Background: an optimization exercise with open tools, aiming at small area and a short achievable clock period. Do not read the settings as production practice.
At most, simulation tests tie the RTL to the original design; equivalence was not proved.
The clock port is modelled as an ideal driver, which makes a skipped or thinned clock tree look cheaper than it is; a real chip needs a root buffer or a tree.
No activity file was given, so power comes from the tool's default toggle rates.

==> flow/design.v (excerpt) <==
module param_measure(
    input               clk ,
    input               rst_n  ,
    input      [7:0]    trig_level,
    input      [7:0]    ad_data,
    output              ad_pulse,
    output     [19:0]   ad_freq,
    output     [7:0]    ad_vpp,
    output     [7:0]    ad_max,
    output     [7:0]    ad_min
);
Size in the first run: ~470 cells after synthesis, ~130 flip-flops, ~63 I/O pins, ~6300 µm² of cells after synthesis.
export LEC_CHECK = 0
export CAP_MARGIN = 20
export CORE_MARGIN = 2
export CORE_UTILIZATION = 65
export SLEW_MARGIN = 20
create_clock -name core_clock -period 250.0 [get_ports {clk}]
standard.sh (not shown) runs the stock make flow with config.mk's settings and CLKGATE_MAP_FILE= SYNTH_SCRIPT=/design/flow/synth_recipe.tcl, a recipe that flattens the netlist after the stock synthesis.
==> flow/flow/run.sh <==
#!/bin/bash
# Own layout flow: the standard synthesis and layout, with
#  - every port buffered with buf_1 instead of the default (larger, slower) cell,
#  - the cells that ABC sized up swapped back to their smallest variant after floorplan
#    (repair_design then sizes up only where slew or load need it),
#  - a two-level clock tree (clocktree.tcl) in place of TritonCTS's H-tree.
# Each tool's full output goes to a log of its own in this folder (and ORFS's own logs
# under orfs/logs).
set -euo pipefail
W=$PWD
bash standard.sh synth > "$W/log_synth.txt" 2>&1
CLK_LEAVES=$(cat flow/clk_leaves) CLK_LEAF_CELL=$(cat flow/clk_leaf_cell) \
CLK_ROOT_CELL=sky130_fd_sc_hd__clkbuf_8 CLK_NET=clk \
bash standard.sh \
  "BUFFER_PORTS_ARGS=-buffer_cell sky130_fd_sc_hd__buf_1" \
  "POST_FLOORPLAN_TCL=$W/flow/downsize.tcl" \
  "PRE_CTS_TCL=$W/flow/clocktree.tcl" \
  finish > "$W/log_layout.txt" 2>&1
==> flow/flow/clk_leaves <==
9
Other scripts of this flow, unchanged in this note and not shown: flow/flow/clk_leaf_cell, flow/flow/clocktree.tcl, flow/flow/downsize.tcl
The baseline completed without violations.
Edit:
==> flow/flow/clk_leaves (replaced) <==
7
The new run completed with no timing, DRC or antenna violations.
Design area came out lower by about 0.4%.
Power came out lower by about 1.8%.
Worst hold slack gets better by 0.0066 ns.
Final cell count came out lower by 0.30%.
Worst setup slack is about the same.
Via count is about the same.
Die area stays the same.
Sequential power hardly moves.
Function was not checked in any run of this note: the RTL went through the layout flow alone. No run of this note takes its clock network from TritonCTS; it comes from the design's own scripts or RTL.

* * *

Another version of the RTL of param_measure (not shown whole).
For scale: roughly 470 cells after synthesis, about 140 flip-flops, roughly 63 I/O pins, roughly 0.0065 mm^2 of cells after synthesis.
Design param_measure, start of the top module:
module param_measure(
    input               clk ,
    input               rst_n  ,
    input      [7:0]    trig_level,
    input      [7:0]    ad_data,
    output              ad_pulse,
    output     [19:0]   ad_freq,
    output     [7:0]    ad_vpp,
    output     [7:0]    ad_max,
    output     [7:0]    ad_min
);
parameter CLK_FS = 26'd50_000_000;
wire rise;
pulse_gen u_pulse_gen(
    .rst_n          (rst_n),
    .trig_level     (trig_level),
    .ad_clk         (clk),
    .ad_data        (ad_data),
    .ad_pulse       (ad_pulse),
    .rise           (rise)
    );
cymometer #(
    .CLK_FS         (CLK_FS)
) u_cymometer(
    .clk_fs         (clk),
    .rst_n          (rst_n),
    .fx_en          (rise),
    .data_fx        (ad_freq)
    );
vpp_measure u_vpp_measure(
    .rst_n          (rst_n),
    .ad_clk         (clk),
    .ad_data        (ad_data),
    .rise           (rise),
    .ad_vpp         (ad_vpp),
    .ad_max         (ad_max),
    .ad_min         (ad_min)
    );
endmodule
Settings: LEC_CHECK=0, CAP_MARGIN=20, CORE_MARGIN=2, CORE_UTILIZATION=80, SLEW_MARGIN=20; clock period 250.0 ns.
==> flow/flow/run.sh <==
#!/bin/bash
# Own layout flow: the standard synthesis and layout, with
#  - every port buffered with buf_1 instead of the default (larger, slower) cell,
#  - the cells that ABC sized up swapped back to their smallest variant after floorplan
#    (repair_design then sizes up only where slew or load need it),
#  - a two-level clock tree (clocktree.tcl) in place of TritonCTS's H-tree.
# Each tool's full output goes to a log of its own in this folder (and ORFS's own logs
# under orfs/logs).
set -euo pipefail
W=$PWD
bash standard.sh synth > "$W/log_synth.txt" 2>&1
CLK_LEAVES=$(cat flow/clk_leaves) CLK_LEAF_CELL=$(cat flow/clk_leaf_cell) \
CLK_ROOT_CELL=sky130_fd_sc_hd__clkbuf_16 CLK_NET=clk \
bash standard.sh \
  "BUFFER_PORTS_ARGS=-buffer_cell sky130_fd_sc_hd__buf_1" \
  "POST_FLOORPLAN_TCL=$W/flow/downsize.tcl" \
  "PRE_CTS_TCL=$W/flow/clocktree.tcl" \
  finish > "$W/log_layout.txt" 2>&1
Other scripts of this flow, unchanged in this note and not shown: flow/flow/clk_leaf_cell, flow/flow/clk_leaves, flow/flow/clocktree.tcl, flow/flow/downsize.tcl
The first run completed with no timing, DRC or antenna violations.
Change:
--- a/flow/config.mk
+++ b/flow/config.mk
@@ -9,3 +9,3 @@
 export CORE_MARGIN = 2
-export CORE_UTILIZATION = 80
+export CORE_UTILIZATION = 65
 export SLEW_MARGIN = 20
Clock power grows by about 5%.
Wire length shrinks by 8.4%.
Die area goes up by 22%.
Worst setup slack gets better by 35 ps.
Maximum frequency barely changes.
Final area is higher by 0.57%.
Total power came out higher by about 0.9%.
Combinational power is about the same.
In every run of this note, the design's own scripts or RTL, not TritonCTS, make the clock network.

* * *

build 53:
param_measure with an RTL version that a note above also has.
Size in the first run: roughly 130 flip-flops, about 63 I/O pins, ~0.0063 mm² of cells after synthesis.
// param_measure
module param_measure(
    input               clk ,
    input               rst_n  ,
    input      [7:0]    trig_level,
    input      [7:0]    ad_data,
    output              ad_pulse,
    output     [19:0]   ad_freq,
    output     [7:0]    ad_vpp,
    output     [7:0]    ad_max,
    output     [7:0]    ad_min
);
Settings: LEC_CHECK=0, CAP_MARGIN=20, CORE_MARGIN=2, CORE_UTILIZATION=40, CTS_BUF_LIST=sky130_fd_sc_hd__clkbuf_4 sky130_fd_sc_hd__clkbuf_8 sky130_fd_sc_hd__clkbuf_16, SLEW_MARGIN=20; clock period 250.0 ns.
==> flow/flow/run.sh <==
#!/bin/bash
# Own layout flow: the standard synthesis and layout, with
#  - every port buffered with buf_1 instead of the default (larger, slower) cell,
#  - the cells that ABC sized up swapped back to their smallest variant after floorplan
#    (repair_design then sizes up only where slew or load need it).
# Each tool's full output goes to a log of its own in this folder (and ORFS's own logs
# under orfs/logs).
set -euo pipefail
W=$PWD
bash standard.sh synth > "$W/log_synth.txt" 2>&1
bash standard.sh \
  "BUFFER_PORTS_ARGS=-buffer_cell sky130_fd_sc_hd__buf_1" \
  "POST_FLOORPLAN_TCL=$W/flow/downsize.tcl" \
  finish > "$W/log_layout.txt" 2>&1
==> flow/flow/downsize.tcl <==
# Swap every cell for the smallest cell of the same function (same name up to the
# drive-strength suffix), ABC having sized cells for a much faster clock than the
# design needs. repair_design later restores drive where slew or load need it.
set db [ord::get_db]
set ::dont_use {}
if {[info exists ::env(DONT_USE_CELLS)]} { set ::dont_use $::env(DONT_USE_CELLS) }
proc is_dont_use {name} {
  foreach pat $::dont_use { if {[string match $pat $name]} { return 1 } }
  return 0
}
array set best {}
foreach lib [$db getLibs] {
  foreach m [$lib getMasters] {
    set n [$m getName]
    if {![regexp {^(sky130_fd_sc_hd__[a-z0-9]+)_([0-9]+)$} $n -> base drive]} { continue }
    if {[is_dont_use $n]} { continue }
    set area [expr {[$m getWidth] * [$m getHeight]}]
    if {![info exists best($base)]} { set best($base) [list $m $area $drive]; continue }
    lassign $best($base) bm ba bd
    if {$area < $ba || ($area == $ba && $drive > $bd)} { set best($base) [list $m $area $drive] }
  }
}
set swapped 0
foreach inst [[ord::get_db_block] getInsts] {
  set m [$inst getMaster]
  set n [$m getName]
  if {![regexp {^(sky130_fd_sc_hd__[a-z0-9]+)_([0-9]+)$} $n -> base drive]} { continue }
  if {![info exists best($base)]} { continue }
  set bm [lindex $best($base) 0]
  if {$bm ne $m && [$bm getName] ne $n} {
    if {[$inst swapMaster $bm]} { incr swapped }
  }
}
puts "downsize: swapped $swapped cells to their smallest variant"
diff inputs: build 53 => build 64
- a deleted CTS_BUF_LIST that had been sky130_fd_sc_hd__clkbuf_4 sky130_fd_sc_hd__clkbuf_8 sky130_fd_sc_hd__clkbuf_16
==> flow/flow/run.sh <==
#!/bin/bash
# Own layout flow: the standard synthesis and layout, with
#  - every port buffered with buf_1 instead of the default (larger, slower) cell,
#  - the cells that ABC sized up swapped back to their smallest variant after floorplan
#    (repair_design then sizes up only where slew or load need it),
#  - a clock tree of larger sink clusters and no dummy loads.
# Each tool's full output goes to a log of its own in this folder (and ORFS's own logs
# under orfs/logs).
set -euo pipefail
W=$PWD
bash standard.sh synth > "$W/log_synth.txt" 2>&1
bash standard.sh \
  "BUFFER_PORTS_ARGS=-buffer_cell sky130_fd_sc_hd__buf_1" \
  "POST_FLOORPLAN_TCL=$W/flow/downsize.tcl" \
  "CTS_ARGS=-sink_clustering_enable -repair_clock_nets -sink_clustering_size 40 -sink_clustering_max_diameter 120 -buf_list sky130_fd_sc_hd__clkbuf_8 -dont_use_dummy_load" \
  finish > "$W/log_layout.txt" 2>&1
Notes after the runs:
- [build 64] sequential share of layout area rose 2.0 points relative to build 53
- Compared with build 53, in build 64 power density of the placed cells lost 1.1 mW/mm², number of global-route vias before repair went down by about 0.37%.
[inputs] build 82 vs build 64
- CORE_UTILIZATION changed from 40 to 65
Notes after the runs:
Build 82 finished all stages; the layout is clean. The total power was comparable across build 82 and build 64. Between build 64 and build 82, the static leakage figures differ only marginally. Build 82: overall track demand over capacity in global routing higher than build 64. Summary: with build 64 as the reference, met2 layer wire length in the routed design in build 82 moved down slightly.
## Diff of input files: build 3 against build 82
- CORE_UTILIZATION now 40, was 65
- CTS_BUF_LIST now sky130_fd_sc_hd__clkbuf_8, previously not set
==> flow/flow/run.sh <==
#!/bin/bash
# Own layout flow: the standard synthesis and layout, with
#  - every port buffered with buf_1 instead of the default (larger, slower) cell,
#  - the cells that ABC sized up swapped back to their smallest variant after floorplan
#    (repair_design then sizes up only where slew or load need it).
# Each tool's full output goes to a log of its own in this folder (and ORFS's own logs
# under orfs/logs).
set -euo pipefail
W=$PWD
bash standard.sh synth > "$W/log_synth.txt" 2>&1
bash standard.sh \
  "BUFFER_PORTS_ARGS=-buffer_cell sky130_fd_sc_hd__buf_1" \
  "POST_FLOORPLAN_TCL=$W/flow/downsize.tcl" \
  finish > "$W/log_layout.txt" 2>&1
Build 3 | status: complete | timing, DRC, antenna: pass. Comparing the two runs side by side, build 3 comes out ahead of build 82 on final clock skew. Build 3 ends up with a total internal power that is 2.4 µW higher than in build 82. Compared build 3 vs build 82, and flip-flop and latch share of the layout cell area is down in build 3. Compared with build 82, in build 3 total wirelength of the detailed-routed design rose by 280 µm; setup slack -22 ps; clock network fraction of total power saw an increase; first-pass GRT wire length has increased. The count of flip-flops with a built-in enable after synthesis of build 3 and that of build 82 are within noise of each other. In terms of maximum frequency, build 82 and build 3 differ only marginally. Part of the power in combinational logic: build 82 and build 3 compared, higher one is build 82.
Function was not checked in any run of this note: the RTL went through the layout flow alone.

* * *

param_measure, a different RTL version from the one above (not shown whole).
Size: ~140 flip-flops, roughly 63 I/O pins, roughly 6400 um^2 of cells after synthesis.
export LEC_CHECK = 0
export CAP_MARGIN = 20
export CORE_MARGIN = 2
export CORE_UTILIZATION = 65
export SLEW_MARGIN = 20
create_clock -name core_clock -period 250.0 [get_ports {clk}]
==> flow/flow/run.sh <==
#!/bin/bash
# Own layout flow: the standard synthesis and layout, with
#  - every port buffered with buf_1 instead of the default (larger, slower) cell,
#  - the cells that ABC sized up swapped back to their smallest variant after floorplan
#    (repair_design then sizes up only where slew or load need it),
#  - a two-level clock tree (clocktree.tcl) in place of TritonCTS's H-tree.
# Each tool's full output goes to a log of its own in this folder (and ORFS's own logs
# under orfs/logs).
set -euo pipefail
W=$PWD
bash standard.sh synth > "$W/log_synth.txt" 2>&1
CLK_LEAVES=$(cat flow/clk_leaves) CLK_LEAF_CELL=$(cat flow/clk_leaf_cell) \
CLK_ROOT_CELL=sky130_fd_sc_hd__clkbuf_8 CLK_NET=clk \
bash standard.sh \
  "BUFFER_PORTS_ARGS=-buffer_cell sky130_fd_sc_hd__buf_1" \
  "POST_FLOORPLAN_TCL=$W/flow/downsize.tcl" \
  "PRE_CTS_TCL=$W/flow/clocktree.tcl" \
  finish > "$W/log_layout.txt" 2>&1
==> flow/flow/clk_leaves <==
10
==> flow/flow/clocktree.tcl <==
# PRE_CTS hook: replaces clock_tree_synthesis with a small two-level clock tree.
# The flip-flops are split into CLK_LEAVES groups by placement (k-means); each group is
# driven by one leaf clock buffer at its centre, and the leaf buffers by one root
# buffer fed from the clock port. All flip-flops see the same two buffer stages.
proc clock_tree_synthesis {args} {
  set block [ord::get_db_block]
  set db [ord::get_db]
  set nleaf $::env(CLK_LEAVES)
  set leafm [$db findMaster $::env(CLK_LEAF_CELL)]
  set rootm [$db findMaster $::env(CLK_ROOT_CELL)]
  set clk [$block findNet $::env(CLK_NET)]
  set sinks {}
  foreach it [$clk getITerms] { lappend sinks $it }
  set n [llength $sinks]
  set xs {}; set ys {}
  foreach it $sinks {
    set b [[$it getInst] getBBox]
    lappend xs [expr {([$b xMin] + [$b xMax]) / 2.0}]
    lappend ys [expr {([$b yMin] + [$b yMax]) / 2.0}]
  }
  # k-means, seeded by sorting along x then y
  set order [lsort -real -indices $xs]
  set cx {}; set cy {}
  for {set k 0} {$k < $nleaf} {incr k} {
    set i [lindex $order [expr {int(($k + 0.5) * $n / $nleaf)}]]
    lappend cx [lindex $xs $i]; lappend cy [lindex $ys $i]
  }
  set asg [lrepeat $n 0]
  for {set iter 0} {$iter < 50} {incr iter} {
    for {set i 0} {$i < $n} {incr i} {
      set best 0; set bd 1e30
      for {set k 0} {$k < $nleaf} {incr k} {
        set d [expr {abs([lindex $xs $i] - [lindex $cx $k]) + abs([lindex $ys $i] - [lindex $cy $k])}]
        if {$d < $bd} { set bd $d; set best $k }
      }
      lset asg $i $best
    }
    for {set k 0} {$k < $nleaf} {incr k} {
      set sx 0; set sy 0; set c 0
      for {set i 0} {$i < $n} {incr i} {
        if {[lindex $asg $i] == $k} { set sx [expr {$sx + [lindex $xs $i]}]; set sy [expr {$sy + [lindex $ys $i]}]; incr c }
      }
      if {$c > 0} { lset cx $k [expr {$sx / $c}]; lset cy $k [expr {$sy / $c}] }
    }
  }
  # root buffer at the centre of the leaves
  set rx 0; set ry 0
  for {set k 0} {$k < $nleaf} {incr k} { set rx [expr {$rx + [lindex $cx $k]}]; set ry [expr {$ry + [lindex $cy $k]}] }
  set rx [expr {int($rx / $nleaf)}]; set ry [expr {int($ry / $nleaf)}]
  set root [odb::dbInst_create $block $rootm clkbuf_root]
  set rootnet [odb::dbNet_create $block clknet_root]
  $rootnet setSigType CLOCK
  [$root findITerm A] connect $clk
  [$root findITerm X] connect $rootnet
  $root setLocation $rx $ry
  $root setPlacementStatus PLACED
  for {set k 0} {$k < $nleaf} {incr k} {
    set leaf [odb::dbInst_create $block $leafm clkbuf_leaf_$k]
    set net [odb::dbNet_create $block clknet_leaf_$k]
    $net setSigType CLOCK
    [$leaf findITerm A] connect $rootnet
    [$leaf findITerm X] connect $net
    $leaf setLocation [expr {int([lindex $cx $k])}] [expr {int([lindex $cy $k])}]
    $leaf setPlacementStatus PLACED
    set c 0
    for {set i 0} {$i < $n} {incr i} {
      if {[lindex $asg $i] == $k} {
        set it [lindex $sinks $i]
        $it disconnect
        $it connect $net
        incr c
      }
    }
    puts "clocktree: leaf $k drives $c flip-flops"
  }
  set_propagated_clock [all_clocks]
  puts "clocktree: $n sinks, $nleaf leaf buffers"
}
Scripts as last shown in full above: flow/flow/downsize.tcl
Other scripts of this flow, unchanged in this note and not shown: flow/flow/clk_leaf_cell
The first run ran to the end with no violations.
Then changed:
==> flow/flow/clk_leaves (replaced) <==
8
--- a/flow/flow/clocktree.tcl
+++ b/flow/flow/clocktree.tcl
@@ -44,4 +44,26 @@
     }
   }
+  # final assignment with at most ceil(n/nleaf)+1 flip-flops per leaf: nearest pairs first
+  set cap [expr {($n + $nleaf - 1) / $nleaf + 1}]
+  set pairs {}
+  for {set i 0} {$i < $n} {incr i} {
+    for {set k 0} {$k < $nleaf} {incr k} {
+      lappend pairs [list [expr {abs([lindex $xs $i] - [lindex $cx $k]) + abs([lindex $ys $i] - [lindex $cy $k])}] $i $k]
+    }
+  }
+  set used [lrepeat $nleaf 0]
+  set done [lrepeat $n 0]
+  foreach p [lsort -real -index 0 $pairs] {
+    lassign $p d i k
+    if {[lindex $done $i] || [lindex $used $k] >= $cap} { continue }
+    lset asg $i $k; lset done $i 1; lset used $k [expr {[lindex $used $k] + 1}]
+  }
+  for {set k 0} {$k < $nleaf} {incr k} {
+    set sx 0; set sy 0; set c 0
+    for {set i 0} {$i < $n} {incr i} {
+      if {[lindex $asg $i] == $k} { set sx [expr {$sx + [lindex $xs $i]}]; set sy [expr {$sy + [lindex $ys $i]}]; incr c }
+    }
+    if {$c > 0} { lset cx $k [expr {$sx / $c}]; lset cy $k [expr {$sy / $c}] }
+  }
   # root buffer at the centre of the leaves
   set rx 0; set ry 0
Result:
- design area came out lower by 0.40%
- maximum frequency barely changes
- global-route usage came out higher by 0.32 points
- total power came out lower by 1.2%
- die area stays the same
- routed wire length came out higher by 0.53%
- combinational power hardly moves
No run of this note takes its clock network from TritonCTS; it comes from the design's own scripts or RTL.

[what the ideal ports hide]
No port has a modelled driver above. Below, the same layouts with a new extraction and two added sets of constraints.
Step 1 assumes that a clkbuf_16 drives the clock port and a buf_2 every other input.
Step 2, shift: input delay + t, output delay - t, t = (earliest + latest rising clock arrival at the registers) / 2. This alone moves slack from input paths to output paths.
Three values: ideal, step 1, step 2; two values: the first two.
run | shift t [ns] | setup WS [ns] | worst setup path at the end | worst register clock-pin slew, ns
the first run of note 1 | 0.411 | 196.295 / 196.266 / 196.565 | input to register | 0.10 / 0.10
the second run of note 1 | 0.395 | 196.294 / 196.265 / 196.574 | input to register | 0.12 / 0.12
the first run of note 2 | 0.372 | 196.932 / 196.945 / 196.572 | input to register | 0.11 / 0.11
the second run of note 2 | 0.382 | 196.967 / 196.984 / 196.602 | input to register | 0.12 / 0.12
build 53 | 0.448 | 196.271 / 196.233 / 196.586 | input to register | 0.06 / 0.06
build 64 | 0.458 | 196.249 / 196.213 / 196.598 | input to register | 0.07 / 0.07
build 82 | 0.433 | 196.265 / 196.234 / 196.577 | input to register | 0.09 / 0.09
build 3 | 0.463 | 196.243 / 196.208 / 196.588 | input to register | 0.08 / 0.08
the first run of note 4 | 0.421 | 196.975 / 196.984 / 196.563 | input to register | 0.11 / 0.11
the second run of note 4 | 0.412 | 196.972 / 196.981 / 196.568 | input to register | 0.12 / 0.12
After both steps setup and hold are still met in every run listed. For the first run of note 4, which loses most, drivers alone change the setup slack by +0.009 ns; drivers and shift together by -0.412 ns.
